Background: an optimization exercise with open tools, aiming at a short achievable clock period and few clock cycles. Do not read the settings as production practice.
Only simulation tests tie the RTL to the original design; equivalence was not proved.

==> design/flow/design.v <==
module muldiv (
    input  logic        clk,
    input  logic        rst,
    input  logic        start,    
    input  logic        hold,     
    input  logic [2:0]  f3,
    input  logic [31:0] a,
    input  logic [31:0] b,
    output logic        idle,
    output logic        done,
    output logic [31:0] res
);
localparam logic [2:0] S_IDLE = 3'd0, S_M3 = 3'd1, S_DN = 3'd2, S_DI = 3'd3, S_DD = 3'd4;
logic [2:0] st;
logic        sa_m, sb_m;
logic [31:0] cx, cy;
assign sa_m = (f3[1:0] == 2'b01) | (f3[1:0] == 2'b10);
assign sb_m = (f3[1:0] == 2'b01);
assign cx = (sa_m & a[31]) ? b : 32'd0;
assign cy = (sb_m & b[31]) ? a : 32'd0;
logic [63:0] pp [0:34];
always_comb begin
    for (int i = 0; i < 32; i++) pp[i] = b[i] ? ({32'd0, a} << i) : 64'd0;
    pp[32] = {~cx, 32'd0};
    pp[33] = {~cy, 32'd0};
    pp[34] = 64'h0000_0002_0000_0000;
end
logic [63:0] m2_o [0:5];
logic [63:0] m2_l0_s0, m2_l0_c0;
logic [63:0] m2_l0_s1, m2_l0_c1;
logic [63:0] m2_l0_s2, m2_l0_c2;
logic [63:0] m2_l0_s3, m2_l0_c3;
logic [63:0] m2_l0_s4, m2_l0_c4;
logic [63:0] m2_l0_s5, m2_l0_c5;
logic [63:0] m2_l0_s6, m2_l0_c6;
logic [63:0] m2_l0_s7, m2_l0_c7;
logic [63:0] m2_l0_s8, m2_l0_c8;
logic [63:0] m2_l0_s9, m2_l0_c9;
logic [63:0] m2_l0_s10, m2_l0_c10;
logic [63:0] m2_l1_s0, m2_l1_c0;
logic [63:0] m2_l1_s1, m2_l1_c1;
logic [63:0] m2_l1_s2, m2_l1_c2;
logic [63:0] m2_l1_s3, m2_l1_c3;
logic [63:0] m2_l1_s4, m2_l1_c4;
logic [63:0] m2_l1_s5, m2_l1_c5;
logic [63:0] m2_l1_s6, m2_l1_c6;
logic [63:0] m2_l1_s7, m2_l1_c7;
logic [63:0] m2_l2_s0, m2_l2_c0;
logic [63:0] m2_l2_s1, m2_l2_c1;
logic [63:0] m2_l2_s2, m2_l2_c2;
logic [63:0] m2_l2_s3, m2_l2_c3;
logic [63:0] m2_l2_s4, m2_l2_c4;
logic [63:0] m2_l3_s0, m2_l3_c0;
logic [63:0] m2_l3_s1, m2_l3_c1;
logic [63:0] m2_l3_s2, m2_l3_c2;
logic [63:0] m2_l4_s0, m2_l4_c0;
logic [63:0] m2_l4_s1, m2_l4_c1;
assign m2_l0_s0 = pp[0] ^ pp[1] ^ pp[2];
assign m2_l0_c0 = ((pp[0] & pp[1]) | (pp[0] & pp[2]) | (pp[1] & pp[2])) << 1;
assign m2_l0_s1 = pp[3] ^ pp[4] ^ pp[5];
assign m2_l0_c1 = ((pp[3] & pp[4]) | (pp[3] & pp[5]) | (pp[4] & pp[5])) << 1;
assign m2_l0_s2 = pp[6] ^ pp[7] ^ pp[8];
assign m2_l0_c2 = ((pp[6] & pp[7]) | (pp[6] & pp[8]) | (pp[7] & pp[8])) << 1;
assign m2_l0_s3 = pp[9] ^ pp[10] ^ pp[11];
assign m2_l0_c3 = ((pp[9] & pp[10]) | (pp[9] & pp[11]) | (pp[10] & pp[11])) << 1;
assign m2_l0_s4 = pp[12] ^ pp[13] ^ pp[14];
assign m2_l0_c4 = ((pp[12] & pp[13]) | (pp[12] & pp[14]) | (pp[13] & pp[14])) << 1;
assign m2_l0_s5 = pp[15] ^ pp[16] ^ pp[17];
assign m2_l0_c5 = ((pp[15] & pp[16]) | (pp[15] & pp[17]) | (pp[16] & pp[17])) << 1;
assign m2_l0_s6 = pp[18] ^ pp[19] ^ pp[20];
assign m2_l0_c6 = ((pp[18] & pp[19]) | (pp[18] & pp[20]) | (pp[19] & pp[20])) << 1;
assign m2_l0_s7 = pp[21] ^ pp[22] ^ pp[23];
assign m2_l0_c7 = ((pp[21] & pp[22]) | (pp[21] & pp[23]) | (pp[22] & pp[23])) << 1;
assign m2_l0_s8 = pp[24] ^ pp[25] ^ pp[26];
assign m2_l0_c8 = ((pp[24] & pp[25]) | (pp[24] & pp[26]) | (pp[25] & pp[26])) << 1;
assign m2_l0_s9 = pp[27] ^ pp[28] ^ pp[29];
assign m2_l0_c9 = ((pp[27] & pp[28]) | (pp[27] & pp[29]) | (pp[28] & pp[29])) << 1;
assign m2_l0_s10 = pp[30] ^ pp[31] ^ pp[32];
assign m2_l0_c10 = ((pp[30] & pp[31]) | (pp[30] & pp[32]) | (pp[31] & pp[32])) << 1;
assign m2_l1_s0 = m2_l0_s0 ^ m2_l0_c0 ^ m2_l0_s1;
assign m2_l1_c0 = ((m2_l0_s0 & m2_l0_c0) | (m2_l0_s0 & m2_l0_s1) | (m2_l0_c0 & m2_l0_s1)) << 1;
assign m2_l1_s1 = m2_l0_c1 ^ m2_l0_s2 ^ m2_l0_c2;
assign m2_l1_c1 = ((m2_l0_c1 & m2_l0_s2) | (m2_l0_c1 & m2_l0_c2) | (m2_l0_s2 & m2_l0_c2)) << 1;
assign m2_l1_s2 = m2_l0_s3 ^ m2_l0_c3 ^ m2_l0_s4;
assign m2_l1_c2 = ((m2_l0_s3 & m2_l0_c3) | (m2_l0_s3 & m2_l0_s4) | (m2_l0_c3 & m2_l0_s4)) << 1;
assign m2_l1_s3 = m2_l0_c4 ^ m2_l0_s5 ^ m2_l0_c5;
assign m2_l1_c3 = ((m2_l0_c4 & m2_l0_s5) | (m2_l0_c4 & m2_l0_c5) | (m2_l0_s5 & m2_l0_c5)) << 1;
assign m2_l1_s4 = m2_l0_s6 ^ m2_l0_c6 ^ m2_l0_s7;
assign m2_l1_c4 = ((m2_l0_s6 & m2_l0_c6) | (m2_l0_s6 & m2_l0_s7) | (m2_l0_c6 & m2_l0_s7)) << 1;
assign m2_l1_s5 = m2_l0_c7 ^ m2_l0_s8 ^ m2_l0_c8;
assign m2_l1_c5 = ((m2_l0_c7 & m2_l0_s8) | (m2_l0_c7 & m2_l0_c8) | (m2_l0_s8 & m2_l0_c8)) << 1;
assign m2_l1_s6 = m2_l0_s9 ^ m2_l0_c9 ^ m2_l0_s10;
assign m2_l1_c6 = ((m2_l0_s9 & m2_l0_c9) | (m2_l0_s9 & m2_l0_s10) | (m2_l0_c9 & m2_l0_s10)) << 1;
assign m2_l1_s7 = m2_l0_c10 ^ pp[33] ^ pp[34];
assign m2_l1_c7 = ((m2_l0_c10 & pp[33]) | (m2_l0_c10 & pp[34]) | (pp[33] & pp[34])) << 1;
assign m2_l2_s0 = m2_l1_s0 ^ m2_l1_c0 ^ m2_l1_s1;
assign m2_l2_c0 = ((m2_l1_s0 & m2_l1_c0) | (m2_l1_s0 & m2_l1_s1) | (m2_l1_c0 & m2_l1_s1)) << 1;
assign m2_l2_s1 = m2_l1_c1 ^ m2_l1_s2 ^ m2_l1_c2;
assign m2_l2_c1 = ((m2_l1_c1 & m2_l1_s2) | (m2_l1_c1 & m2_l1_c2) | (m2_l1_s2 & m2_l1_c2)) << 1;
assign m2_l2_s2 = m2_l1_s3 ^ m2_l1_c3 ^ m2_l1_s4;
assign m2_l2_c2 = ((m2_l1_s3 & m2_l1_c3) | (m2_l1_s3 & m2_l1_s4) | (m2_l1_c3 & m2_l1_s4)) << 1;
assign m2_l2_s3 = m2_l1_c4 ^ m2_l1_s5 ^ m2_l1_c5;
assign m2_l2_c3 = ((m2_l1_c4 & m2_l1_s5) | (m2_l1_c4 & m2_l1_c5) | (m2_l1_s5 & m2_l1_c5)) << 1;
assign m2_l2_s4 = m2_l1_s6 ^ m2_l1_c6 ^ m2_l1_s7;
assign m2_l2_c4 = ((m2_l1_s6 & m2_l1_c6) | (m2_l1_s6 & m2_l1_s7) | (m2_l1_c6 & m2_l1_s7)) << 1;
assign m2_l3_s0 = m2_l2_s0 ^ m2_l2_c0 ^ m2_l2_s1;
assign m2_l3_c0 = ((m2_l2_s0 & m2_l2_c0) | (m2_l2_s0 & m2_l2_s1) | (m2_l2_c0 & m2_l2_s1)) << 1;
assign m2_l3_s1 = m2_l2_c1 ^ m2_l2_s2 ^ m2_l2_c2;
assign m2_l3_c1 = ((m2_l2_c1 & m2_l2_s2) | (m2_l2_c1 & m2_l2_c2) | (m2_l2_s2 & m2_l2_c2)) << 1;
assign m2_l3_s2 = m2_l2_s3 ^ m2_l2_c3 ^ m2_l2_s4;
assign m2_l3_c2 = ((m2_l2_s3 & m2_l2_c3) | (m2_l2_s3 & m2_l2_s4) | (m2_l2_c3 & m2_l2_s4)) << 1;
assign m2_l4_s0 = m2_l3_s0 ^ m2_l3_c0 ^ m2_l3_s1;
assign m2_l4_c0 = ((m2_l3_s0 & m2_l3_c0) | (m2_l3_s0 & m2_l3_s1) | (m2_l3_c0 & m2_l3_s1)) << 1;
assign m2_l4_s1 = m2_l3_c1 ^ m2_l3_s2 ^ m2_l3_c2;
assign m2_l4_c1 = ((m2_l3_c1 & m2_l3_s2) | (m2_l3_c1 & m2_l3_c2) | (m2_l3_s2 & m2_l3_c2)) << 1;
assign m2_o[0] = m2_l4_s0;
assign m2_o[1] = m2_l4_c0;
assign m2_o[2] = m2_l4_s1;
assign m2_o[3] = m2_l4_c1;
assign m2_o[4] = m2_l2_c4;
assign m2_o[5] = m2_l1_c7;
logic [63:0] mq [0:5];      
logic        mhi;
logic [63:0] m3_o [0:1];
logic [63:0] m3_l0_s0, m3_l0_c0;
logic [63:0] m3_l0_s1, m3_l0_c1;
logic [63:0] m3_l1_s0, m3_l1_c0;
logic [63:0] m3_l2_s0, m3_l2_c0;
assign m3_l0_s0 = mq[0] ^ mq[1] ^ mq[2];
assign m3_l0_c0 = ((mq[0] & mq[1]) | (mq[0] & mq[2]) | (mq[1] & mq[2])) << 1;
assign m3_l0_s1 = mq[3] ^ mq[4] ^ mq[5];
assign m3_l0_c1 = ((mq[3] & mq[4]) | (mq[3] & mq[5]) | (mq[4] & mq[5])) << 1;
assign m3_l1_s0 = m3_l0_s0 ^ m3_l0_c0 ^ m3_l0_s1;
assign m3_l1_c0 = ((m3_l0_s0 & m3_l0_c0) | (m3_l0_s0 & m3_l0_s1) | (m3_l0_c0 & m3_l0_s1)) << 1;
assign m3_l2_s0 = m3_l1_s0 ^ m3_l1_c0 ^ m3_l0_c1;
assign m3_l2_c0 = ((m3_l1_s0 & m3_l1_c0) | (m3_l1_s0 & m3_l0_c1) | (m3_l1_c0 & m3_l0_c1)) << 1;
assign m3_o[0] = m3_l2_s0;
assign m3_o[1] = m3_l2_c0;
logic [63:0] prod;
assign prod = m3_o[0] + m3_o[1];
logic [31:0] ma;            
logic [31:0] da, db;
logic        negq, negr, bz, isrem;
logic [31:0] rr, xx, qq;
logic [33:0] db3;
logic [4:0]  cnt;
function automatic [5:0] clz32(input [31:0] v);
    logic [31:0] x;
    logic [4:0]  n;
    begin
        x = v;
        n = 5'd0;
        if (x[31:16] == 16'd0) begin n[4] = 1'b1; x = {x[15:0], 16'd0}; end
        if (x[31:24] == 8'd0)  begin n[3] = 1'b1; x = {x[23:0], 8'd0};  end
        if (x[31:28] == 4'd0)  begin n[2] = 1'b1; x = {x[27:0], 4'd0};  end
        if (x[31:30] == 2'd0)  begin n[1] = 1'b1; x = {x[29:0], 2'd0};  end
        if (x[31] == 1'b0)     n[0] = 1'b1;
        clz32 = (v == 32'd0) ? 6'd32 : {1'b0, n};
    end
endfunction
logic [5:0] ca, cb;
logic       nega;
logic [6:0] nq;
logic       nq_le0, dtriv;
logic [5:0] n2;
assign nq     = {1'b0, cb} - {1'b0, ca} + 7'd1 + {6'd0, nega};
assign nq_le0 = nq[6] | (nq == 7'd0);
assign dtriv  = bz | nq_le0;
assign n2     = (nq[6:5] != 2'b00) ? 6'd32 : (nq[5:0] + {5'd0, nq[0]});    
logic [33:0] r4;
logic [34:0] t1, t2, t3;
assign r4 = {rr, xx[31:30]};
assign t1 = {1'b0, r4} - {1'b0, {2'b00, db}};
assign t2 = {1'b0, r4} - {1'b0, {1'b0, db, 1'b0}};
assign t3 = {1'b0, r4} - {1'b0, db3};
logic [31:0] r_n, q_n;
always_comb begin
    if (!t3[34]) begin
        r_n = t3[31:0];
        q_n = {qq[29:0], 2'b11};
    end else if (!t2[34]) begin
        r_n = t2[31:0];
        q_n = {qq[29:0], 2'b10};
    end else if (!t1[34]) begin
        r_n = t1[31:0];
        q_n = {qq[29:0], 2'b01};
    end else begin
        r_n = r4[31:0];
        q_n = {qq[29:0], 2'b00};
    end
end
assign idle = (st == S_IDLE);
assign done = (st == S_M3) | (st == S_DN & dtriv) | (st == S_DD);
always_comb begin
    if (st == S_M3)
        res = mhi ? prod[63:32] : prod[31:0];
    else if (st == S_DN)
        res = isrem ? ma : {32{bz}};
    else if (isrem)
        res = negr ? (32'd0 - rr) : rr;
    else
        res = negq ? (32'd0 - qq) : qq;
end
always_ff @(posedge clk) begin
    if (rst) begin
        st <= S_IDLE;
    end else begin
        case (st)
            S_IDLE: if (start) st <= f3[2] ? S_DN : S_M3;
            S_M3:   if (!hold) st <= S_IDLE;
            S_DN: begin
                if (!dtriv) st <= S_DI;
                else if (!hold) st <= S_IDLE;
            end
            S_DI:   if (cnt == 5'd1) st <= S_DD;
            default: if (!hold) st <= S_IDLE;
        endcase
    end
end
always_ff @(posedge clk) begin
    case (st)
        S_IDLE: begin
            for (int i = 0; i < 6; i++) mq[i] <= m2_o[i];
            mhi   <= (f3[1:0] != 2'b00);
            ma    <= a;
            da    <= (!f3[0] && a[31]) ? (32'd0 - a) : a;
            db    <= (!f3[0] && b[31]) ? (32'd0 - b) : b;
            negq  <= !f3[0] && (a[31] ^ b[31]);
            negr  <= !f3[0] && a[31];
            bz    <= (b == 32'd0);
            isrem <= f3[1];
            ca    <= clz32(a ^ {32{!f3[0] & a[31]}});
            cb    <= clz32(b ^ {32{!f3[0] & b[31]}});
            nega  <= !f3[0] & a[31];
        end
        S_DN: begin
            db3 <= {2'b00, db} + {1'b0, db, 1'b0};
            qq  <= 32'd0;
            cnt <= n2[5:1];
            {rr, xx} <= {da, 32'd0} >> n2;
        end
        S_DI: begin
            xx  <= {xx[29:0], 2'b00};
            cnt <= cnt - 5'd1;
            rr  <= r_n;
            qq  <= q_n;
        end
        default: ;
    endcase
end
endmodule
module rv_core (
    input  logic        clk,
    input  logic        rst,
    output logic [31:0] imem_addr,
    input  logic [31:0] imem_rdata,
    input  logic        imem_resp,
    output logic [31:0] dmem_addr,
    output logic        dmem_read,
    output logic        dmem_write,
    output logic [3:0]  dmem_wmask,
    output logic [31:0] dmem_wdata,
    input  logic [31:0] dmem_rdata,
    input  logic        dmem_resp
);
logic [31:0] fa;               
logic        pv;               
logic [31:0] ppc;              
logic        pp_hit, pp_tk;    
logic [18:0] pp13p, pp13m;     
logic [31:0] q_ins [0:3];
logic [31:0] q_pc  [0:3];
logic [3:0]  q_hit, q_tk;
logic [1:0]  q_head, q_tail;
logic [2:0]  q_cnt;
logic        d_redone;         
logic        btb_v   [0:15];
logic [25:0] btb_tag [0:15];
logic [31:0] btb_tgt [0:15];
logic [1:0]  btb_ctr [0:15];
logic        bu_v, bu_tk, bu_jal;
logic [31:0] bu_pc, bu_tgt;
logic        e_v;
logic [31:0] e_pc, e_pc4, e_a, e_b, e_c;
logic [4:0]  e_rd;
logic        e_wen, e_load, e_store, e_br, e_jal, e_jalr, e_md, e_pred;
logic [2:0]  e_f3;
logic        e_fam, e_fbm, e_fcm;
logic [31:0] e_ma, e_mb;       
logic        e_fma, e_fmb;
logic [31:0] e_imm;
logic        e_sub, e_sra;
logic [9:0]  e_rsel;           
logic        m_v, m_wen, m_load, m_store;
logic [4:0]  m_rd;
logic [31:0] m_res, m_wdata;
logic [3:0]  m_wmask;
logic [3:0]  m_bsel, m_ssel;
logic        m_b1hi, m_isb, m_isw;
logic        w_wen;
logic [4:0]  w_rd;
logic [31:0] w_res;
logic [31:0] rf [1:31];
logic rst_r;
always_ff @(posedge clk) rst_r <= rst;
logic md_idle, md_done;
logic [31:0] md_res;
logic mem_wait, md_stall, stall;
assign mem_wait = (m_load | m_store) & ~dmem_resp;
assign md_stall = e_v & e_md & ~md_done;
assign stall    = mem_wait | md_stall;
logic [31:0] xa, xb, xc;
assign xa = e_fam ? m_res : e_a;
assign xb = e_fbm ? m_res : e_b;
assign xc = e_fcm ? m_res : e_c;
logic [31:0] xa_m, xb_m;
assign xa_m = e_fma ? m_res : e_ma;
assign xb_m = e_fmb ? m_res : e_mb;
logic [31:0] sum, sll_r, sr_r;
logic        eq, lt, ltu;
assign sum   = xa + (xb ^ {32{e_sub}}) + {31'd0, e_sub};
assign eq    = (xa == xb);
assign ltu   = (xa < xb);
assign lt    = (xa[31] ^ xb[31]) ? xa[31] : ltu;
assign sll_r = xa << xb[4:0];
logic [32:0] sr_tmp;
assign sr_tmp = $signed({e_sra & xa[31], xa}) >>> xb[4:0];
assign sr_r  = sr_tmp[31:0];
logic [31:0] e_res;
assign e_res = ({32{e_rsel[0]}} & sum)
             | ({32{e_rsel[1]}} & {31'd0, lt})
             | ({32{e_rsel[2]}} & {31'd0, ltu})
             | ({32{e_rsel[3]}} & sll_r)
             | ({32{e_rsel[4]}} & sr_r)
             | ({32{e_rsel[5]}} & (xa ^ xb))
             | ({32{e_rsel[6]}} & (xa | xb))
             | ({32{e_rsel[7]}} & (xa & xb))
             | ({32{e_rsel[8]}} & e_pc4)
             | ({32{e_rsel[9]}} & md_res);
logic taken;
always_comb begin
    case (e_f3)
        3'b000:  taken = eq;
        3'b001:  taken = ~eq;
        3'b100:  taken = lt;
        3'b101:  taken = ~lt;
        3'b110:  taken = ltu;
        default: taken = ~ltu;
    endcase
end
logic        e_red;
logic [31:0] e_rtgt, e_tgt;
assign e_tgt  = e_pc + e_imm;
logic tk;
assign tk     = e_jal | taken;
assign e_red  = e_v & (e_jalr | ((e_br | e_jal) & (tk ^ e_pred)));
assign e_rtgt = e_jalr ? {sum[31:1], 1'b0} : (tk ? e_tgt : e_pc4);
muldiv MD (
    .clk   (clk),
    .rst   (rst),
    .start (e_v & e_md & md_idle),
    .hold  (mem_wait),
    .f3    (e_f3),
    .a     (xa_m),
    .b     (xb_m),
    .idle  (md_idle),
    .done  (md_done),
    .res   (md_res)
);
logic [1:0]  lo2;
logic [3:0]  lo_oh;
assign lo2   = xa[1:0] + xb[1:0];
assign lo_oh = 4'b0001 << lo2;
logic [31:0] ins, dpc;
logic        dv, dhit, dtk;
logic qe, arr;
assign qe   = (q_cnt == 3'd0);
assign arr  = pv & imem_resp;
assign ins  = qe ? imem_rdata : q_ins[q_head];
assign dpc  = qe ? ppc        : q_pc[q_head];
assign dhit = qe ? pp_hit     : q_hit[q_head];
assign dtk  = qe ? pp_tk      : q_tk[q_head];
assign dv   = ~qe | arr;
logic [6:0] op;
logic [2:0] f3;
logic [4:0] rs1, rs2, rd;
assign op  = ins[6:0];
assign f3  = ins[14:12];
assign rs1 = ins[19:15];
assign rs2 = ins[24:20];
assign rd  = ins[11:7];
logic is_lui, is_auipc, is_jal, is_jalr, is_br, is_load, is_store, is_opi, is_op, is_md, is_alu;
assign is_lui   = (op == 7'b0110111);
assign is_auipc = (op == 7'b0010111);
assign is_jal   = (op == 7'b1101111);
assign is_jalr  = (op == 7'b1100111);
assign is_br    = (op == 7'b1100011);
assign is_load  = (op == 7'b0000011);
assign is_store = (op == 7'b0100011);
assign is_opi   = (op == 7'b0010011);
assign is_op    = (op == 7'b0110011);
assign is_md    = is_op & ins[25];
assign is_alu   = is_opi | (is_op & ~ins[25]);
logic [31:0] imm_i, imm_s, imm_b, imm_u, imm_j;
assign imm_i = {{20{ins[31]}}, ins[31:20]};
assign imm_s = {{20{ins[31]}}, ins[31:25], ins[11:7]};
assign imm_b = {{19{ins[31]}}, ins[31], ins[7], ins[30:25], ins[11:8], 1'b0};
assign imm_u = {ins[31:12], 12'd0};
assign imm_j = {{11{ins[31]}}, ins[31], ins[19:12], ins[20], ins[30:21], 1'b0};
logic use1, use2, d_wen;
assign use1  = ~(is_lui | is_auipc | is_jal) & (rs1 != 5'd0);
assign use2  = (is_op | is_br | is_store) & (rs2 != 5'd0);
assign d_wen = (is_lui | is_auipc | is_jal | is_jalr | is_load | is_opi | is_op) & (rd != 5'd0);
logic h1e, h1m, h2e, h2m;
assign h1e = e_v & e_wen & (e_rd == rs1);
assign h1m = m_v & m_wen & (m_rd == rs1);
assign h2e = e_v & e_wen & (e_rd == rs2);
assign h2m = m_v & m_wen & (m_rd == rs2);
logic [31:0] m_fin;
logic [31:0] rv1, rv2;
always_comb begin
    if (h1m)                  rv1 = m_fin;
    else if (w_wen && w_rd == rs1) rv1 = w_res;
    else if (rs1 == 5'd0)     rv1 = 32'd0;
    else                      rv1 = rf[rs1];
    if (h2m)                  rv2 = m_fin;
    else if (w_wen && w_rd == rs2) rv2 = w_res;
    else if (rs2 == 5'd0)     rv2 = 32'd0;
    else                      rv2 = rf[rs2];
end
logic luse;
assign luse = e_v & e_load & e_wen & ((use1 & (e_rd == rs1)) | (use2 & (e_rd == rs2)));
logic        st_tk, fin_pred, d_need, d_red, d_go;
logic [31:0] d_tgt, d_pc4, d_rtgt;
assign st_tk    = ins[31] | (f3 == 3'b001);
assign fin_pred = is_jal ? dtk : (is_br & (dhit ? dtk : st_tk));
assign d_need   = (is_br & ~dhit & st_tk) | (~is_jal & ~is_br & dtk);
logic [18:0] dh13p, dh13m, qh13p, qh13m;
logic [31:0] qhpc;
assign qhpc  = q_pc[q_head];
assign qh13p = qhpc[31:13] + 19'd1;
assign qh13m = qhpc[31:13] - 19'd1;
assign dh13p = qe ? pp13p : qh13p;
assign dh13m = qe ? pp13m : qh13m;
logic [13:0] lo_b;
logic [18:0] hi_b;
assign lo_b = {1'b0, dpc[12:0]} + {1'b0, imm_b[12:0]};
assign hi_b = (lo_b[13] & ~ins[31]) ? dh13p : (~lo_b[13] & ins[31]) ? dh13m : dpc[31:13];
assign d_tgt    = {hi_b, lo_b[12:0]};
assign d_pc4    = dpc + 32'd4;
assign d_rtgt   = is_br ? d_tgt : d_pc4;
assign d_red    = dv & d_need & ~d_redone & ~e_red;
assign d_go     = dv & ~stall & ~luse & ~e_red;
logic [9:0] d_rsel;
always_comb begin
    d_rsel = 10'd0;
    if (is_md)                 d_rsel[9] = 1'b1;
    else if (is_jal | is_jalr) d_rsel[8] = 1'b1;
    else if (is_alu) begin
        case (f3)
            3'b000: d_rsel[0] = 1'b1;
            3'b010: d_rsel[1] = 1'b1;
            3'b011: d_rsel[2] = 1'b1;
            3'b001: d_rsel[3] = 1'b1;
            3'b101: d_rsel[4] = 1'b1;
            3'b100: d_rsel[5] = 1'b1;
            3'b110: d_rsel[6] = 1'b1;
            default: d_rsel[7] = 1'b1;
        endcase
    end else                   d_rsel[0] = 1'b1;
end
logic [3:0]  f_idx;
logic        f_hit, f_tk;
logic [31:0] f_pred;
assign f_idx  = fa[5:2];
assign f_hit  = btb_v[f_idx] & (btb_tag[f_idx] == fa[31:6]);
assign f_tk   = f_hit & btb_ctr[f_idx][1];
assign f_pred = f_tk ? btb_tgt[f_idx] : fa + 32'd4;
logic enq, refetch, issue;
assign enq     = arr & ~e_red & ~d_red;
assign refetch = pv & ~imem_resp & ~e_red & ~d_red;
assign issue   = ({1'b0, q_cnt} + {3'd0, pv}) <= 4'd2;
assign imem_addr = fa;
always_ff @(posedge clk) begin
    if (rst) begin
        fa <= 32'h40000000;
        pv <= 1'b0;
    end else begin
        if (e_red)        fa <= e_rtgt;
        else if (d_red)   fa <= d_rtgt;
        else if (refetch) fa <= ppc;
        else if (issue)   fa <= f_pred;
        pv <= issue & ~e_red & ~d_red & ~refetch;
    end
    ppc    <= fa;
    pp13p  <= fa[31:13] + 19'd1;
    pp13m  <= fa[31:13] - 19'd1;
    pp_hit <= f_hit;
    pp_tk  <= f_tk;
end
always_ff @(posedge clk) begin
    if (rst) begin
        q_cnt    <= 3'd0;
        q_head   <= 2'd0;
        q_tail   <= 2'd0;
        d_redone <= 1'b0;
    end else begin
        if (e_red) begin
            q_cnt  <= 3'd0;
            q_tail <= q_head;
        end else if (d_red) begin
            if (qe) begin
                q_cnt <= d_go ? 3'd0 : 3'd1;
                if (!d_go) q_tail <= q_tail + 2'd1;
            end else if (d_go) begin
                q_cnt  <= 3'd0;
                q_head <= q_head + 2'd1;
                q_tail <= q_head + 2'd1;
            end else begin
                q_cnt  <= 3'd1;
                q_tail <= q_head + 2'd1;
            end
        end else begin
            if (enq & ~d_go)      q_cnt <= q_cnt + 3'd1;
            else if (~enq & d_go) q_cnt <= q_cnt - 3'd1;
            q_head <= q_head + {1'b0, d_go & ~qe};
            q_tail <= q_tail + {1'b0, enq & ~(qe & d_go)};
        end
        if (e_red | d_go)  d_redone <= 1'b0;
        else if (d_red)    d_redone <= 1'b1;
    end
end
always_ff @(posedge clk) begin
    if (pv & imem_resp) begin
        q_ins[q_tail] <= imem_rdata;
        q_pc[q_tail]  <= ppc;
        q_hit[q_tail] <= pp_hit;
        q_tk[q_tail]  <= pp_tk;
    end
end
logic [3:0] bu_idx;
logic       bu_hit;
assign bu_idx = bu_pc[5:2];
assign bu_hit = btb_v[bu_idx] & (btb_tag[bu_idx] == bu_pc[31:6]);
always_ff @(posedge clk) begin
    if (rst) bu_v <= 1'b0;
    else     bu_v <= e_v & ~stall & (e_br | e_jal);
end
always_ff @(posedge clk) begin
    if (rst_r) begin
        for (int k = 0; k < 16; k++) btb_v[k] <= 1'b0;
    end else if (bu_v & ~bu_hit & bu_tk) begin
        btb_v[bu_idx] <= 1'b1;
    end
end
always_ff @(posedge clk) begin
    begin
        if (bu_v) begin
            if (bu_hit) begin
                if (bu_tk) begin
                    if (btb_ctr[bu_idx] != 2'b11) btb_ctr[bu_idx] <= btb_ctr[bu_idx] + 2'd1;
                end else begin
                    if (btb_ctr[bu_idx] != 2'b00) btb_ctr[bu_idx] <= btb_ctr[bu_idx] - 2'd1;
                end
            end else if (bu_tk) begin
                btb_tag[bu_idx] <= bu_pc[31:6];
                btb_tgt[bu_idx] <= bu_tgt;
                btb_ctr[bu_idx] <= bu_jal ? 2'b11 : 2'b10;
            end
        end
    end
    bu_pc  <= e_pc;
    bu_tgt <= e_tgt;    
    bu_tk  <= tk;
    bu_jal <= e_jal;
end
always_ff @(posedge clk) begin
    if (rst) begin
        e_v <= 1'b0;
    end else if (!stall) begin
        e_v <= d_go;
    end
    if (!stall) begin
        e_pc    <= dpc;
        e_pc4   <= d_pc4;
        e_a     <= is_auipc ? dpc : (is_lui ? 32'd0 : rv1);
        e_b     <= (is_op | is_br) ? rv2 :
                   is_store ? imm_s :
                   (is_lui | is_auipc) ? imm_u : imm_i;
        e_c     <= rv2;
        e_rd    <= rd;
        e_wen   <= d_wen;
        e_load  <= is_load;
        e_store <= is_store;
        e_br    <= is_br;
        e_jal   <= is_jal;
        e_jalr  <= is_jalr;
        e_md    <= is_md;
        e_pred  <= fin_pred;
        e_f3    <= f3;
        e_sub   <= is_op & ~ins[25] & ins[30] & (f3 == 3'b000);
        e_sra   <= ins[30];
        e_rsel  <= d_rsel;
        e_fam   <= use1 & h1e;
        e_fbm   <= (is_op | is_br) & use2 & h2e;
        e_fcm   <= is_store & use2 & h2e;
        e_imm   <= is_jal ? imm_j : imm_b;
    end
    if (!stall && is_md) begin
        e_ma    <= rv1;
        e_mb    <= rv2;
        e_fma   <= use1 & h1e;
        e_fmb   <= use2 & h2e;
    end
end
always_ff @(posedge clk) begin
    if (rst) begin
        m_v     <= 1'b0;
        m_load  <= 1'b0;
        m_store <= 1'b0;
    end else if (!stall) begin
        m_v     <= e_v;
        m_load  <= e_v & e_load;
        m_store <= e_v & e_store;
    end
    if (!stall) begin
        m_wen   <= e_wen;
        m_rd    <= e_rd;
        m_res   <= e_res;
        m_wdata <= xc << {lo2, 3'b000};
        case (e_f3[1:0])
            2'b00:   m_wmask <= lo_oh;
            2'b01:   m_wmask <= lo2[1] ? 4'b1100 : 4'b0011;
            default: m_wmask <= 4'b1111;
        endcase
        case (e_f3[1:0])
            2'b00:   m_bsel <= lo_oh;
            2'b01:   m_bsel <= lo2[1] ? 4'b0100 : 4'b0001;
            default: m_bsel <= 4'b0001;
        endcase
        m_b1hi <= (e_f3[1:0] == 2'b01) & lo2[1];
        m_isb  <= (e_f3[1:0] == 2'b00);
        m_isw  <= (e_f3[1:0] == 2'b10);
        if (e_f3[2] || e_f3[1])    m_ssel <= 4'b0000;
        else if (e_f3[0])          m_ssel <= lo2[1] ? 4'b1000 : 4'b0010;
        else                       m_ssel <= lo_oh;
    end
end
assign dmem_addr  = m_res;
assign dmem_read  = m_load;
assign dmem_write = m_store;
assign dmem_wmask = m_wmask;
assign dmem_wdata = m_wdata;
logic [31:0] ld;
logic        lsign;
logic [7:0]  lb0, lb1;
assign lsign = |(m_ssel & {dmem_rdata[31], dmem_rdata[23], dmem_rdata[15], dmem_rdata[7]});
assign lb0   = ({8{m_bsel[0]}} & dmem_rdata[7:0])   | ({8{m_bsel[1]}} & dmem_rdata[15:8])
             | ({8{m_bsel[2]}} & dmem_rdata[23:16]) | ({8{m_bsel[3]}} & dmem_rdata[31:24]);
assign lb1   = m_isb ? {8{lsign}} : (m_b1hi ? dmem_rdata[31:24] : dmem_rdata[15:8]);
assign ld    = {m_isw ? dmem_rdata[31:16] : {16{lsign}}, lb1, lb0};
assign m_fin = m_load ? ld : m_res;
always_ff @(posedge clk) begin
    if (rst) begin
        w_wen <= 1'b0;
    end else if (!stall) begin
        w_wen <= m_v & m_wen;
    end
    if (!stall) begin
        w_rd  <= m_rd;
        w_res <= m_fin;
    end
end
always_ff @(posedge clk) begin
    if (rst_r) begin
        for (int k = 1; k < 32; k++) rf[k] <= 32'd0;
    end else if (w_wen) begin
        rf[w_rd] <= w_res;
    end
end
endmodule
==> design/flow/flow/run.sh <==
#!/bin/bash
# Standard ORFS layout (the standard.sh, unchanged synthesis), with the
# timing repair steps asked to leave 10 ns of setup slack at the design's
# 14.5 ns clock, so that the layout is optimised for speed.
set -uo pipefail
bash standard.sh SETUP_SLACK_MARGIN=10 finish > make_finish.log 2>&1
status=$?
tail -5 make_finish.log
exit $status
==> design/flow/standard.sh <==
#!/bin/bash
# synth_recipe.tcl (not shown) runs the flow's synth.tcl, then flattens the netlist and writes it again
# the make line also repeats each setting of config.mk as NAME=value (left out here)
make -C /OpenROAD-flow-scripts/flow DESIGN_CONFIG=/design/flow/config.mk WORK_HOME=/design/flow/orfs CLKGATE_MAP_FILE= SYNTH_SCRIPT=/design/flow/synth_recipe.tcl "${@:-finish}"
==> design/flow/config.mk <==
export PLATFORM = sky130hd
export DESIGN_NAME = rv_core
export DESIGN_NICKNAME = rv_core
export VERILOG_FILES = /design/flow/design.v
export SDC_FILE = /design/flow/constraint.sdc
export NUM_CORES = 4
export LEC_CHECK = 0
export ABC_CLOCK_PERIOD_IN_PS = 4500
export CAP_MARGIN = 30
export CORE_MARGIN = 2
export CORE_UTILIZATION = 40
export SLEW_MARGIN = 30
==> design/flow/constraint.sdc <==
create_clock -name core_clock -period 14.5 [get_ports {clk}]
set_input_delay 2.9000 -clock core_clock [delete_from_list [all_inputs] [get_ports {clk}]]
set_output_delay 2.9000 -clock core_clock [all_outputs]
set_load 0.01 [all_outputs]
==> results of run 1 <==
==> state kept, by name, indices dropped and copies added (netlist names), 34 cells and up, named ones only <==
signal / cells
btb_tgt: 512
btb_tag: 416
MD.db3: 34
q_pc: 128
MD.mq: 248
q_ins: 128
rf: 1024
==> how the worst max path moves through the flow <==
stage	start	to	slack, ns	cells past startpoint
3_5_place_dp	imem_rdata[15]	e_a[13]	6.10	15
4_1_cts	m_res[28]	q_cnt[1]	9.57	18
2_1_floorplan	MD.st[1]	MD.st[0]	4.46	3
5_1_grt	MD.mq[2][26]	m_res[30]	9.27	17
3_3_place_gp	imem_rdata[15]	e_a[13]	6.12	15
6_report	e_a[20]	q_tail[1]	9.22	22
==> timing repair <==
action | CTS | global route
endpoints found under the setup margin | 2119 | 990
setup buffers | 886 | 435
cloned | 317 | 84
pin swaps | 941 | 941
resized for setup | 3422 | 1557
==> stage by stage <==
stage | setup slack [ns] | std cells | area, sq um | hold WS [ns]
2_1_floorplan | 4.46 | 19525 | 210000 | 0.355
3_3_place_gp | 6.12 | 25760 | 220000 | 0.366
3_5_place_dp | 6.10 | 25772 | 221000 | 0.362
4_1_cts | 9.57 | 27664 | 262000 | 0.379
5_1_grt | 9.27 | 28211 | 275000 | 0.386
6_report | 9.22 | 28266 | 275000 | 0.380
==> kinds of logic (layout without fill, tap and decap cells) <==
kind of cell    Yosys count  in the layout  share of synthesized area
compound gates         2847           2848                     0.0908
flops                  3345           3345                      0.469
simple gates           7596           7602                      0.166
mux                     960            968                     0.0740
other cells               0             79                          0
buf+inv                2633           4312                     0.0482
xor+xnor                575            575                     0.0240
fa+ha+maj              1569           1569                      0.128
==> worst max-delay path, cell delays in order (launching register included) <==
cell and delay (ns):
edfxtp_1 0.66, mux2i_4 0.60, ha_1 0.36, nor2_1 0.12
nand4_1 0.17, or4b_4 0.56, nor4_4 0.24, nor3_2 0.08
o211a_1 0.15, or3_4 0.42, mux2i_4 0.21, buf_4 0.16
buf_6 0.11, buf_6 0.11, buf_6 0.12, nand2_8 0.08
buf_12 0.12, buf_4 0.10, buf_4 0.11, buf_6 0.14
nor3_1 0.06, o311ai_1 0.28, o31ai_1 0.12
==> area by class of cell <==
class | instances | area [sq um] | area share
Clock buffer | 494 | 10200 | 0.0371
Antenna cell | 79 | 198 | 0.000719
Multi-Input combinational cell | 13562 | 115000 | 0.419
Clock inverter | 195 | 2030 | 0.00738
Inverter | 1238 | 4840 | 0.0176
Timing Repair inverter | 4 | 45.0 | 0.000164
Tap cell | 6968 | 8720 | 0.0317
Timing Repair Buffer | 2381 | 35100 | 0.128
Sequential cell | 3345 | 98500 | 0.358
==> placed cells by master, fill, tap and decap left out, drive strengths merged, types with 101 or more instances in the layout <==
master,count
nor3,287
and3,425
nand2b,101
buf,2169
a211oi,127
mux2,106
clkbuf,572
edfxtp,3137
mux4,462
xor2,174
a31oi,142
and2,1035
fa,975
a21o,138
nand2,3116
mux2i,400
clkinv,146
nand3,709
a311oi,427
a21oi,709
xnor2,401
o211ai,131
inv,1234
o21ai,567
dfxtp,208
ha,594
nor2,1536
==> per-layer routing <==
metal  part of all wire  up-vias  global-route usage  wire length (microns)
li1                   -    72134                   -                      -
met1               0.32    92353               0.443                 343000
met2               0.39    18430               0.513                 415000
met3               0.18     5727               0.183                 190000
met4               0.11      146               0.301                 118000
met5             0.0029        -              0.0131                   3080
==> flow_metrics.tcl, run 1 <==
set metrics [dict create \
    ys_types 98 \
    io_buffer_count 169 \
    final_nets 22541 \
    period_needed_ns 5.28 \
    dieArea_sq_mm 0.530 \
    synth_top_cell_by_area "edfxtp_1" \
    hold_buffers 0 \
    yosysWarnings 6 \
    die_h_microns 728 \
    final-hold-violation-count 0 \
    setup_viol 0 \
    core_area_sq_mm 0.524 \
    slew-limit-headroom 0.117 \
    startpoint_type "flop" \
    syn_inst 19525 \
    fin_crit_sh 0.364 \
    yosysMostFrequentCell "edfxtp_1" \
    reg2reg_slack_ns 9.22 \
    critPathArrivalTime_ns 6.21 \
    whs_path_depth 0 \
    clock_latency_ns 1.09 \
    drive_gt1_frac 0.276 \
    via_count 188790 \
    ys_seq_elements 3345 \
    outcome "no timing/DRC/antenna violations" \
    tightest_slew_ns 1.32 \
    syn-num-nets 21162 \
    finalMaxSlewViolations 0 \
    end_kind "flop" \
    yosysSeqAreaShare 0.469 \
    synth_ff_type "edfxtp_1" \
    clock.fmax_mhz 189 \
    n_fill_cell 43155 \
    numCtsBuffers 372 \
    antenna_found_initial 142 \
    whs_endpoint "ppc[0]" \
    critPathKind "flop to flop" \
    yosysTopAreaCellShare 0.449 \
    die_w_microns 728 \
    root_buffer "clkbuf_16" \
    dr.first_iter.drc_count 35480 \
    clk_pin_slew_ns 0.07 \
    worst_r2r_endpoint "q_tail[1]" \
    cp.required_ns 15.43 \
    critPathMaxFanout 3 \
    fin_util 0.525 \
    track_usage 0.375 \
    rsz0062_at_grt "yes" \
    wl_microns 1070000 \
    cts_buffer_depth 4 \
    clock_sinks 3345 \
    htree_levels 5 \
    final.setup.tns_ns 0 \
    synth-async-reset-ratio 0 \
    pin_count 170 \
    rows 266 \
    synthTopCellsByArea "edfxtp_1 (45%), fa_1 (9.3%), nand2_1 (5.6%)" \
    reg2reg_depth 22 \
    wl_per_cell_microns 37.8 \
    grt_pass1_vias 172241 \
    initial_core_util 0.401 \
    hold_class "flop to flop" \
    drc 0 \
    drt_first_pass_iters 20 \
    grt_max_degree 161 \
    r2r-start "e_a[20]" \
    gp_congestion 1.02 \
    syn_avg_cell_area_sq_um 10.7 \
    grt_pass1_wl_microns 1390000 \
    ant_nets 0 \
    cts_tree "done" \
    maxCapViolations 0 \
    hpwl_microns 561000 \
    overflow 0 \
    synth_common_cells "edfxtp_1 (3137), nand2_1 (3114), nor2_1 (1536)" \
    netlist_area_sq_mm 0.210 \
    synth-edff-count 3137 \
    finalClockSkew_ns 0.116 \
    routed_via_density 6.68 \
    hold_start "fa[0]" \
    synthToLayoutAreaGrowth_pct 31.0 \
]
Testbench counts, summed over its fixed seeds: cycles 8,428.
==> run 2, diff against run 1 <==
--- a/design/flow/design.v
+++ b/design/flow/design.v
@@ -12,3 +12,4 @@
 );
-localparam logic [2:0] S_IDLE = 3'd0, S_M3 = 3'd1, S_DN = 3'd2, S_DI = 3'd3, S_DD = 3'd4;
+localparam logic [2:0] S_IDLE = 3'd0, S_M3 = 3'd1, S_DN = 3'd2, S_DI = 3'd3, S_DD = 3'd4,
+                       S_M2 = 3'd5;
 logic [2:0] st;
@@ -27,3 +28,3 @@
 end
-logic [63:0] m2_o [0:5];
+logic [63:0] m2_o [0:7];
 logic [63:0] m2_l0_s0, m2_l0_c0;
@@ -55,4 +56,2 @@
 logic [63:0] m2_l3_s2, m2_l3_c2;
-logic [63:0] m2_l4_s0, m2_l4_c0;
-logic [63:0] m2_l4_s1, m2_l4_c1;
 assign m2_l0_s0 = pp[0] ^ pp[1] ^ pp[2];
@@ -111,13 +110,11 @@
 assign m2_l3_c2 = ((m2_l2_s3 & m2_l2_c3) | (m2_l2_s3 & m2_l2_s4) | (m2_l2_c3 & m2_l2_s4)) << 1;
-assign m2_l4_s0 = m2_l3_s0 ^ m2_l3_c0 ^ m2_l3_s1;
-assign m2_l4_c0 = ((m2_l3_s0 & m2_l3_c0) | (m2_l3_s0 & m2_l3_s1) | (m2_l3_c0 & m2_l3_s1)) << 1;
-assign m2_l4_s1 = m2_l3_c1 ^ m2_l3_s2 ^ m2_l3_c2;
-assign m2_l4_c1 = ((m2_l3_c1 & m2_l3_s2) | (m2_l3_c1 & m2_l3_c2) | (m2_l3_s2 & m2_l3_c2)) << 1;
-assign m2_o[0] = m2_l4_s0;
-assign m2_o[1] = m2_l4_c0;
-assign m2_o[2] = m2_l4_s1;
-assign m2_o[3] = m2_l4_c1;
-assign m2_o[4] = m2_l2_c4;
-assign m2_o[5] = m2_l1_c7;
-logic [63:0] mq [0:5];      
+assign m2_o[0] = m2_l3_s0;
+assign m2_o[1] = m2_l3_c0;
+assign m2_o[2] = m2_l3_s1;
+assign m2_o[3] = m2_l3_c1;
+assign m2_o[4] = m2_l3_s2;
+assign m2_o[5] = m2_l3_c2;
+assign m2_o[6] = m2_l2_c4;
+assign m2_o[7] = m2_l1_c7;
+logic [63:0] mq [0:7];      
 logic        mhi;
@@ -127,3 +124,5 @@
 logic [63:0] m3_l1_s0, m3_l1_c0;
+logic [63:0] m3_l1_s1, m3_l1_c1;
 logic [63:0] m3_l2_s0, m3_l2_c0;
+logic [63:0] m3_l3_s0, m3_l3_c0;
 assign m3_l0_s0 = mq[0] ^ mq[1] ^ mq[2];
@@ -134,8 +133,13 @@
 assign m3_l1_c0 = ((m3_l0_s0 & m3_l0_c0) | (m3_l0_s0 & m3_l0_s1) | (m3_l0_c0 & m3_l0_s1)) << 1;
-assign m3_l2_s0 = m3_l1_s0 ^ m3_l1_c0 ^ m3_l0_c1;
-assign m3_l2_c0 = ((m3_l1_s0 & m3_l1_c0) | (m3_l1_s0 & m3_l0_c1) | (m3_l1_c0 & m3_l0_c1)) << 1;
-assign m3_o[0] = m3_l2_s0;
-assign m3_o[1] = m3_l2_c0;
+assign m3_l1_s1 = m3_l0_c1 ^ mq[6] ^ mq[7];
+assign m3_l1_c1 = ((m3_l0_c1 & mq[6]) | (m3_l0_c1 & mq[7]) | (mq[6] & mq[7])) << 1;
+assign m3_l2_s0 = m3_l1_s0 ^ m3_l1_c0 ^ m3_l1_s1;
+assign m3_l2_c0 = ((m3_l1_s0 & m3_l1_c0) | (m3_l1_s0 & m3_l1_s1) | (m3_l1_c0 & m3_l1_s1)) << 1;
+assign m3_l3_s0 = m3_l2_s0 ^ m3_l2_c0 ^ m3_l1_c1;
+assign m3_l3_c0 = ((m3_l2_s0 & m3_l2_c0) | (m3_l2_s0 & m3_l1_c1) | (m3_l2_c0 & m3_l1_c1)) << 1;
+assign m3_o[0] = m3_l3_s0;
+assign m3_o[1] = m3_l3_c0;
+logic [63:0] ms, mc;        
 logic [63:0] prod;
-assign prod = m3_o[0] + m3_o[1];
+assign prod = ms + mc;
 logic [31:0] ma;            
@@ -208,3 +212,4 @@
         case (st)
-            S_IDLE: if (start) st <= f3[2] ? S_DN : S_M3;
+            S_IDLE: if (start) st <= f3[2] ? S_DN : S_M2;
+            S_M2:   st <= S_M3;
             S_M3:   if (!hold) st <= S_IDLE;
@@ -222,3 +227,3 @@
         S_IDLE: begin
-            for (int i = 0; i < 6; i++) mq[i] <= m2_o[i];
+            for (int i = 0; i < 8; i++) mq[i] <= m2_o[i];
             mhi   <= (f3[1:0] != 2'b00);
@@ -235,2 +240,6 @@
         end
+        S_M2: begin
+            ms <= m3_o[0];
+            mc <= m3_o[1];
+        end
         S_DN: begin
@@ -296,2 +305,3 @@
 logic [31:0] m_res, m_wdata;
+logic [31:0] m_addr;           
 logic [3:0]  m_wmask;
@@ -500,2 +510,4 @@
 end
+logic       q_adv;
+assign q_adv = dv & ~stall & ~luse & ~qe;       
 always_ff @(posedge clk) begin
@@ -504,26 +516,13 @@
         q_head   <= 2'd0;
-        q_tail   <= 2'd0;
         d_redone <= 1'b0;
     end else begin
-        if (e_red) begin
-            q_cnt  <= 3'd0;
-            q_tail <= q_head;
-        end else if (d_red) begin
-            if (qe) begin
-                q_cnt <= d_go ? 3'd0 : 3'd1;
-                if (!d_go) q_tail <= q_tail + 2'd1;
-            end else if (d_go) begin
-                q_cnt  <= 3'd0;
-                q_head <= q_head + 2'd1;
-                q_tail <= q_head + 2'd1;
-            end else begin
-                q_cnt  <= 3'd1;
-                q_tail <= q_head + 2'd1;
-            end
-        end else begin
-            if (enq & ~d_go)      q_cnt <= q_cnt + 3'd1;
-            else if (~enq & d_go) q_cnt <= q_cnt - 3'd1;
-            q_head <= q_head + {1'b0, d_go & ~qe};
-            q_tail <= q_tail + {1'b0, enq & ~(qe & d_go)};
-        end
+        if (q_adv) q_head <= q_head + 2'd1;
+        if (e_red)
+            q_cnt <= 3'd0;
+        else if (d_red)
+            q_cnt <= d_go ? 3'd0 : 3'd1;        
+        else if (enq & ~d_go)
+            q_cnt <= q_cnt + 3'd1;
+        else if (~enq & d_go)
+            q_cnt <= q_cnt - 3'd1;
         if (e_red | d_go)  d_redone <= 1'b0;
@@ -532,2 +531,3 @@
 end
+assign q_tail = q_head + q_cnt[1:0];
 always_ff @(posedge clk) begin
@@ -625,2 +625,3 @@
     end
+    if (!stall && e_v && (e_load || e_store)) m_addr <= sum;
     if (!stall) begin
@@ -648,3 +649,3 @@
 end
-assign dmem_addr  = m_res;
+assign dmem_addr  = m_addr;
 assign dmem_read  = m_load;
==> design/flow/flow/run.sh (replaced) <==
#!/bin/bash
# Standard ORFS layout (the standard.sh, unchanged synthesis), with the
# timing repair steps asked to leave 10 ns of setup slack at the design's
# 14.5 ns clock, so that the layout is optimised for speed, and free to
# resize cells across footprints.
set -uo pipefail
bash standard.sh SETUP_SLACK_MARGIN=10 MATCH_CELL_FOOTPRINT=0 finish > make_finish.log 2>&1
status=$?
tail -5 make_finish.log
exit $status
==> run 2 against run 1 <==
  * Wire length is 7.2% lower
  * Final cell count is 2.0% lower
  * First-iteration DRC count is 15% lower
  * Critical endpoint is now e_b[14]
  * Largest cell class unchanged
  * Non-clock buffer count is 683 lower
  * Worst setup slack better by 0.13 ns
  * Die area is 3.7% higher
  * Final area is 3.7% lower
  * Still clean
  * Worst hold slack worse by 0.013 ns
  * Synthesized cell count is 1.1% lower
  * Flip-flop and latch count is 207 higher
==> flow_metrics.tcl, run 2 <==
set metrics [dict create \
    outcome "no timing/DRC/antenna violations" \
    yosysWarnings 6 \
    syn-num-nets 20955 \
    crit_path_start "imem_rdata[20]" \
    wl_per_cell_microns 35.8 \
    hold_start "fa[0]" \
    die_h_microns 742 \
    netlist_area_sq_mm 0.218 \
    r2r-start "e_fbm" \
    syn_inst 19319 \
    clock_latency_ns 1.09 \
    hpwl_microns 579000 \
    syn_avg_cell_area_sq_um 11.3 \
    synth_top_cell_by_area "edfxtp_1" \
    fin_util 0.489 \
    largest_reg_flops 1024 \
    wl_microns 992000 \
    synth-async-reset-ratio 0 \
    ys_types 100 \
    synth_common_cells "edfxtp_1 (3346), nand2_1 (2588), nor2_1 (1462)" \
    yosysSeqAreaShare 0.481 \
    synth_ff_type "edfxtp_1" \
    die_w_microns 742 \
    hold_buffers 0 \
    pin_count 170 \
    grt_pass1_vias 166325 \
    dieArea_sq_mm 0.550 \
    n_fill_cell 47467 \
    reg2reg_slack_ns 9.54 \
    core_area_sq_mm 0.541 \
    largest_registers "rf x1024, btb_tgt x512, btb_tag x416" \
    reg2reg_depth 20 \
    rsz0062_at_grt "yes" \
    routed_via_density 6.40 \
    track_usage 0.347 \
    grt_pass1_wl_microns 1340000 \
    yosysMostFrequentCell "edfxtp_1" \
    synthTopCellsByArea "edfxtp_1 (46%), fa_1 (9.0%), mux4_2 (5.7%)" \
    clock_sinks 3552 \
    synth-edff-count 3346 \
    hold_class "flop to flop" \
    max_stage_delay_ns 0.49 \
    clock.fmax_mhz 194 \
    layout_commonest_cell "edfxtp_1" \
    final-hold-violation-count 0 \
    ys_seq_elements 3552 \
    cts_tree "done" \
    fin_crit_sh 0.355 \
    critPathMaxFanout 7 \
    period_needed_ns 5.15 \
    via_count 177302 \
    final.setup.tns_ns 0 \
    hold-worst-slack_ns 0.366 \
    gp_congestion 1.02 \
    finalMaxSlewViolations 0 \
    slew-limit-headroom 0.113 \
    path_cells "buf_8 > nor4b_4 > a21oi_4 > buf_12 > clkbuf_16 > buf_16 > nand2_2 > and3_4 > a311oi_4 > o311ai_4 > buf_4 > o31ai_2 > a22oi_2 > mux2i_2 > a221o_1" \
    drt_first_pass_iters 15 \
    overflow 0 \
    io_buffer_count 169 \
    grt_max_degree 169 \
    rows 270 \
    ant_nets 0 \
    numCtsBuffers 396 \
    initial_core_util 0.402 \
    critPathKind "input port to flop" \
    synthToLayoutAreaGrowth_pct 21.7 \
    dr.first_iter.drc_count 30212 \
    startpoint_type "input port" \
    worst_r2r_endpoint "fa[24]" \
    antenna_found_initial 104 \
    layout_common_cells "edfxtp_1 (3346), nand2_1 (2492), nor2_1 (1403)" \
    critPathArrivalTime_ns 5.93 \
    htree_levels 5 \
    finalClockSkew_ns 0.131 \
    yosysTopAreaCellShare 0.462 \
    slowest_stage "a22oi_2" \
    cts_buffer_depth 4 \
    tightest_slew_ns 1.33 \
    drive_gt1_frac 0.205 \
    setup_viol 0 \
    crit_end "e_b[14]" \
    regMostFlops "rf" \
    maxCapViolations 0 \
    cp.required_ns 15.29 \
    clk_pin_slew_ns 0.06 \
    root_buffer "clkbuf_16" \
    final_nets 21733 \
    drc 0 \
    end_kind "flop" \
]
[run 2: cell count changes after synthesis, sizes merged, moves of 77 or more]
cell    before   now
nand2     3114  2588
mux2i      400   677
inv       1223  1437
edfxtp    3137  3346
a21oi      709   581
nor3       287   172
nand3      709   607
and3       425   326
mux4       462   550
a311oi     427   350
[run 2: repair_timing]
item	in CTS	in global routing
cloned	225	30
pin swaps	347	281
buffers inserted	595	221
resized for setup	1957	678
endpoints found under the setup margin	2171	1091
[run 2: logic make-up after synthesis]
group / synth area share
adders and majority gates: 0.124
buffers and inverters: 0.0494
xor gates and xnor gates: 0.0234
and+or+nand+nor: 0.144
AOI/OAI and AO/OA: 0.0868
muxes: 0.0921
DFF: 0.481
[run 2: area by class of cell]
class / instances / area (sq um) / share of cell area
diodes: 53 / 133 / 0.000501
flip-flops and latches: 3552 / 105000 / 0.396
repair inverters: 2 / 16.3 / 0.0000614
multi-input cells: 12990 / 111000 / 0.419
clock inverters: 235 / 2660 / 0.0101
clock buffers: 497 / 10700 / 0.0403
well taps: 7208 / 9020 / 0.0341
inverters: 1457 / 5690 / 0.0215
repair buffers: 1698 / 20800 / 0.0785
[run 2: worst min-delay path by stage]
stage          cells past startpoint   endpoint  slack, ns
3_5_place_dp                       0     ppc[0]       0.39
4_1_cts                            0     ppc[0]       0.37
3_3_place_gp                       0     ppc[0]       0.38
2_1_floorplan                      0  bu_pc[10]       0.35
6_report                           0     ppc[0]       0.37
5_1_grt                            0     ppc[0]       0.38
[run 2: per-layer routing]
| metal | routed length [microns] | track usage | part of all wire | vias to the layer above |
|---|---|---|---|---|
| li1 | - | - | - | 70452 |
| met1 | 348000 | 0.436 | 0.35 | 88138 |
| met2 | 396000 | 0.481 | 0.40 | 14740 |
| met3 | 149000 | 0.133 | 0.15 | 3906 |
| met4 | 96400 | 0.259 | 0.097 | 66 |
| met5 | 2050 | 0.0169 | 0.0021 | - |
[run 2: critical path: cells and delay by family]
family / cells / cell delay (ns)
AO/OA/AOI/OAI: 6 / 1.42
buffers and inverters: 5 / 0.81
AND/OR/NAND/NOR: 3 / 0.56
multiplexers: 1 / 0.19
[run 2: per-stage QoR]
| stage | setup WS, ns | std cells | cell area, sq um |
|---|---|---|---|
| 6_report | 9.35 | 27692 | 265000 |
| 3_5_place_dp | 6.12 | 25833 | 229000 |
| 2_1_floorplan | 7.27 | 19319 | 218000 |
| 3_3_place_gp | 5.85 | 25815 | 229000 |
| 4_1_cts | 9.58 | 27385 | 259000 |
| 5_1_grt | 9.37 | 27646 | 265000 |
Testbench counts of run 2, summed over its fixed seeds: cycles 8,551.
==> run 3, diff against run 2 <==
--- a/design/flow/design.v
+++ b/design/flow/design.v
@@ -309,5 +309,2 @@
 logic        m_b1hi, m_isb, m_isw;
-logic        w_wen;
-logic [4:0]  w_rd;
-logic [31:0] w_res;
 logic [31:0] rf [1:31];
@@ -361,3 +358,3 @@
 logic        e_red;
-logic [31:0] e_rtgt, e_tgt;
+logic [31:0] e_tgt;
 assign e_tgt  = e_pc + e_imm;
@@ -366,3 +363,2 @@
 assign e_red  = e_v & (e_jalr | ((e_br | e_jal) & (tk ^ e_pred)));
-assign e_rtgt = e_jalr ? {sum[31:1], 1'b0} : (tk ? e_tgt : e_pc4);
 muldiv MD (
@@ -432,3 +428,2 @@
     if (h1m)                  rv1 = m_fin;
-    else if (w_wen && w_rd == rs1) rv1 = w_res;
     else if (rs1 == 5'd0)     rv1 = 32'd0;
@@ -436,3 +431,2 @@
     if (h2m)                  rv2 = m_fin;
-    else if (w_wen && w_rd == rs2) rv2 = w_res;
     else if (rs2 == 5'd0)     rv2 = 32'd0;
@@ -443,3 +437,3 @@
 logic        st_tk, fin_pred, d_need, d_red, d_go;
-logic [31:0] d_tgt, d_pc4, d_rtgt;
+logic [31:0] d_tgt, d_pc4;
 assign st_tk    = ins[31] | (f3 == 3'b001);
@@ -460,3 +454,2 @@
 assign d_pc4    = dpc + 32'd4;
-assign d_rtgt   = is_br ? d_tgt : d_pc4;
 assign d_red    = dv & d_need & ~d_redone & ~e_red;
@@ -493,2 +486,20 @@
 assign imem_addr = fa;
+logic s_ej, s_et, s_ep, s_db, s_dp, s_rf, s_is, s_hd;
+assign s_ej = e_red & e_jalr;
+assign s_et = e_red & ~e_jalr & tk;
+assign s_ep = e_red & ~e_jalr & ~tk;
+assign s_db = ~e_red & d_red & is_br;
+assign s_dp = ~e_red & d_red & ~is_br;
+assign s_rf = refetch;
+assign s_is = ~e_red & ~d_red & ~refetch & issue;
+assign s_hd = ~e_red & ~d_red & ~refetch & ~issue;
+logic [31:0] fa_n;
+assign fa_n = ({32{s_ej}} & {sum[31:1], 1'b0})
+            | ({32{s_et}} & e_tgt)
+            | ({32{s_ep}} & e_pc4)
+            | ({32{s_db}} & d_tgt)
+            | ({32{s_dp}} & d_pc4)
+            | ({32{s_rf}} & ppc)
+            | ({32{s_is}} & f_pred)
+            | ({32{s_hd}} & fa);
 always_ff @(posedge clk) begin
@@ -498,6 +509,3 @@
     end else begin
-        if (e_red)        fa <= e_rtgt;
-        else if (d_red)   fa <= d_rtgt;
-        else if (refetch) fa <= ppc;
-        else if (issue)   fa <= f_pred;
+        fa <= fa_n;
         pv <= issue & ~e_red & ~d_red & ~refetch;
@@ -663,13 +671,4 @@
 assign m_fin = m_load ? ld : m_res;
-always_ff @(posedge clk) begin
-    if (rst) begin
-        w_wen <= 1'b0;
-    end else if (!stall) begin
-        w_wen <= m_v & m_wen;
-    end
-    if (!stall) begin
-        w_rd  <= m_rd;
-        w_res <= m_fin;
-    end
-end
+logic rf_we;
+assign rf_we = m_v & m_wen & ~(m_load & ~dmem_resp);
 always_ff @(posedge clk) begin
@@ -677,4 +676,4 @@
         for (int k = 1; k < 32; k++) rf[k] <= 32'd0;
-    end else if (w_wen) begin
-        rf[w_rd] <= w_res;
+    end else if (rf_we) begin
+        rf[m_rd] <= m_fin;
     end
==> run 3 against run 2 <==
  * Critical path depth unchanged
  * Wire length decreased by 0.45%
  * Flip-flop and latch count decreased by 42
  * Still clean on timing, DRC and antenna
  * Utilization grew 0.57 points
  * Largest cell class unchanged
  * Die area down 2.4%
  * Synthesized area decreased by 2.4%
  * Clock skew is 0.045 ns lower
  * Worst setup slack got worse by 0.026 ns
  * Register-to-register slack got worse by 0.21 ns
  * Clock-buffer cell count fell by 14
==> flow_metrics.tcl, run 3 <==
set metrics [dict create \
    clock.fmax_mhz 193 \
    cts_buffer_depth 4 \
    clock_latency_ns 1.08 \
    hold_buffers 0 \
    synth_ff_type "edfxtp_1" \
    critPathKind "flop to flop" \
    routed_via_density 6.46 \
    die_h_microns 732 \
    numCtsBuffers 390 \
    slowest_stage "a222oi_1" \
    antenna_found_initial 100 \
    ant_nets 0 \
    cp.buffers_inverters 2 \
    root_buffer "clkbuf_16" \
    die_w_microns 732 \
    synth_common_cells "edfxtp_1 (3309), nand2_1 (3091), nor2_1 (2436)" \
    synth_top_cell_by_area "edfxtp_1" \
    htree_levels 5 \
    drc 0 \
    setup_viol 0 \
    layout_common_cells "edfxtp_1 (3309), nand2_1 (3014), nor2_1 (2367)" \
    path_cells "mux2i_1 > buf_4 > ha_1 > nor4_2 > nand4_1 > nor3_2 > mux2i_1 > nand2_2 > a2bb2oi_4 > a2111oi_4 > buf_4 > o31a_4 > a222oi_1 > and3_1 > a31oi_1" \
    yosysWarnings 6 \
    tightest_slew_ns 1.24 \
    synthToLayoutAreaGrowth_pct 23.2 \
    n_fill_cell 46200 \
    clk_pin_slew_ns 0.07 \
    final_nets 22017 \
    io_buffer_count 169 \
    startpoint_type "flop" \
    track_usage 0.339 \
    ys_types 103 \
    final-seq-area_sq_mm 0.104 \
    via_count 179287 \
    finalMaxSlewViolations 0 \
    grt_max_degree 138 \
    path_delay_family "compound AO/OA/AOI/OAI gates" \
    syn_avg_cell_area_sq_um 10.8 \
    max_stage_delay_ns 0.80 \
    finalClockSkew_ns 0.0864 \
    wl_per_cell_microns 35.6 \
    final-hold-violation-count 0 \
    syn_inst 19609 \
    multi_input_area_sq_mm 0.107 \
    yosysSeqAreaShare 0.487 \
    clock_sinks 3510 \
    setup_slack_ns 9.33 \
    critPathMaxFanout 8 \
    hold_class "flop to flop" \
    initial_core_util 0.402 \
    wl_microns 988000 \
    cp.required_ns 15.41 \
    rsz0062_at_grt "yes" \
    yosysMostFrequentCell "edfxtp_1" \
    rows 267 \
    grt_pass1_wl_microns 1290000 \
    synth-async-reset-ratio 0 \
    drive_gt1_frac 0.199 \
    pre_cts_ws_ns 6.68 \
    syn-num-nets 21245 \
    drt_first_pass_iters 9 \
    largest_registers "rf x1024, btb_tgt x512, btb_tag x416" \
    layout_commonest_cell "edfxtp_1" \
    gp_congestion 1.02 \
    outcome "no timing/DRC/antenna violations" \
    dr.first_iter.drc_count 30384 \
    cts_tree "done" \
    synth-edff-count 3309 \
    critPathArrivalTime_ns 6.08 \
    final.setup.tns_ns 0 \
    end_kind "flop" \
    yosysTopAreaCellShare 0.468 \
    regMostFlops "rf" \
    ys_seq_elements 3510 \
    overflow 0 \
    synthTopCellsByArea "edfxtp_1 (47%), fa_1 (9.2%), nand2_1 (5.5%)" \
    maxCapViolations 0 \
    core_area_sq_mm 0.528 \
    hpwl_microns 549000 \
    slew-limit-headroom 0.176 \
    largest_reg_flops 1024 \
    grt_pass1_vias 164110 \
    fin_cells 27765 \
    period_needed_ns 5.17 \
    netlist_area_sq_mm 0.212 \
    post-place-cells 25858 \
    pin_count 170 \
    dieArea_sq_mm 0.536 \
    fin_crit_sh 0.357 \
]
## run 3: final cells by class
class / count / area share
inverters: 1482 / 0.0217
flip-flops and latches: 3510 / 0.396
multi-input cells: 13265 / 0.409
well taps: 6994 / 0.0335
repair buffers: 1732 / 0.0892
diodes: 56 / 0.000536
clock inverters: 243 / 0.0103
clock buffers: 483 / 0.0395
## run 3: final timing paths
check	endpoint	cells past startpoint	slack (ns)	startpoint
worst min-delay path	MD.ms[1]	0	0.42	MD.mq[0][1]
worst max-delay path	fa[16]	15	9.33	m_res[10]
worst min register to register	MD.ms[1]	0	0.42	MD.mq[0][1]
worst max register to register	fa[16]	15	9.33	m_res[10]
## run 3: metrics by stage
step / hold slack, ns / area [sq um] / util
2_1_floorplan: 0.355 / 212000 / -
3_3_place_gp: 0.404 / 223000 / 0.422
3_5_place_dp: 0.410 / 223000 / 0.422
4_1_cts: 0.422 / 251000 / 0.476
5_1_grt: 0.432 / 261000 / 0.495
6_report: 0.422 / 262000 / 0.495
## run 3: per-layer routing
| metal | GRT usage | wire, microns | up-vias |
|---|---|---|---|
| met5 | 0 | 505 | - |
| met3 | 0.115 | 150000 | 4170 |
| met2 | 0.487 | 406000 | 15298 |
| li1 | - | - | 71029 |
| met1 | 0.426 | 336000 | 88728 |
| met4 | 0.241 | 96000 | 62 |
## run 3: logic make-up after synthesis
logic type | count (synthesis) | share of synthesized area
AO/OA/AOI/OAI | 2918 | 0.0931
XOR/XNOR | 561 | 0.0231
adder cells (fa/ha/maj) | 1568 | 0.127
buffers and inverters | 2881 | 0.0527
flip-flops | 3510 | 0.487
multiplexers | 881 | 0.0708
AND/OR/NAND/NOR | 7290 | 0.146
## run 3: worst reg2reg max path: stages, from the launching register on
cell and delay (ns):
edfxtp_1 0.78, mux2i_1 0.20, buf_4 0.23, ha_1 0.34, nor4_2 0.35, nand4_1 0.28, nor3_2 0.26, mux2i_1 0.26
nand2_2 0.13, a2bb2oi_4 0.32, a2111oi_4 0.18, buf_4 0.17, o31a_4 0.41, a222oi_1 0.80, and3_1 0.27, a31oi_1 0.07
## run 3: repair_timing
item / CTS / global route
buffers inserted: 450 / 316
setup endpoints to repair: 3765 / 1790
gates resized for setup: 1967 / 994
cloned: 237 / 121
pin swaps: 209 / 396
Testbench counts of run 3, summed over its fixed seeds: cycles 8,551.

[static timing again, ports no longer ideal]
The results above use ideal ports. As a check the final layouts listed here were re-extracted and re-timed, cells and wires unchanged.
Step 1 assumes that a clkbuf_16 drives the clock port and a buf_2 every other input.
Step 2 moves the port delays by t, midway between the first and last clock arrival at a register: inputs arrive t later, outputs are due t later. That takes back most of the time a late clock gives input paths.
a / b / c = ideal / step 1 / step 2; a / b = the first two.
| run | t, ns | setup WS [ns] | latest minus earliest clock arrival (ns) | slew at the worst register clock pin (ns) |
|---|---|---|---|---|
| run 1 | 1.165 | 9.219 / 9.219 / 8.211 | 0.118 / 0.117 | 0.08 / 0.08 |
| run 2 | 1.167 | 9.352 / 9.344 / 8.209 | 0.138 / 0.138 | 0.07 / 0.07 |
| run 3 | 1.171 | 9.326 / 9.326 / 8.314 | 0.091 / 0.090 | 0.08 / 0.08 |
After both steps every run listed still meets setup and hold. The setup slack of run 2, which loses most, moves by -0.008 ns with the drivers and by -1.143 ns with both steps.
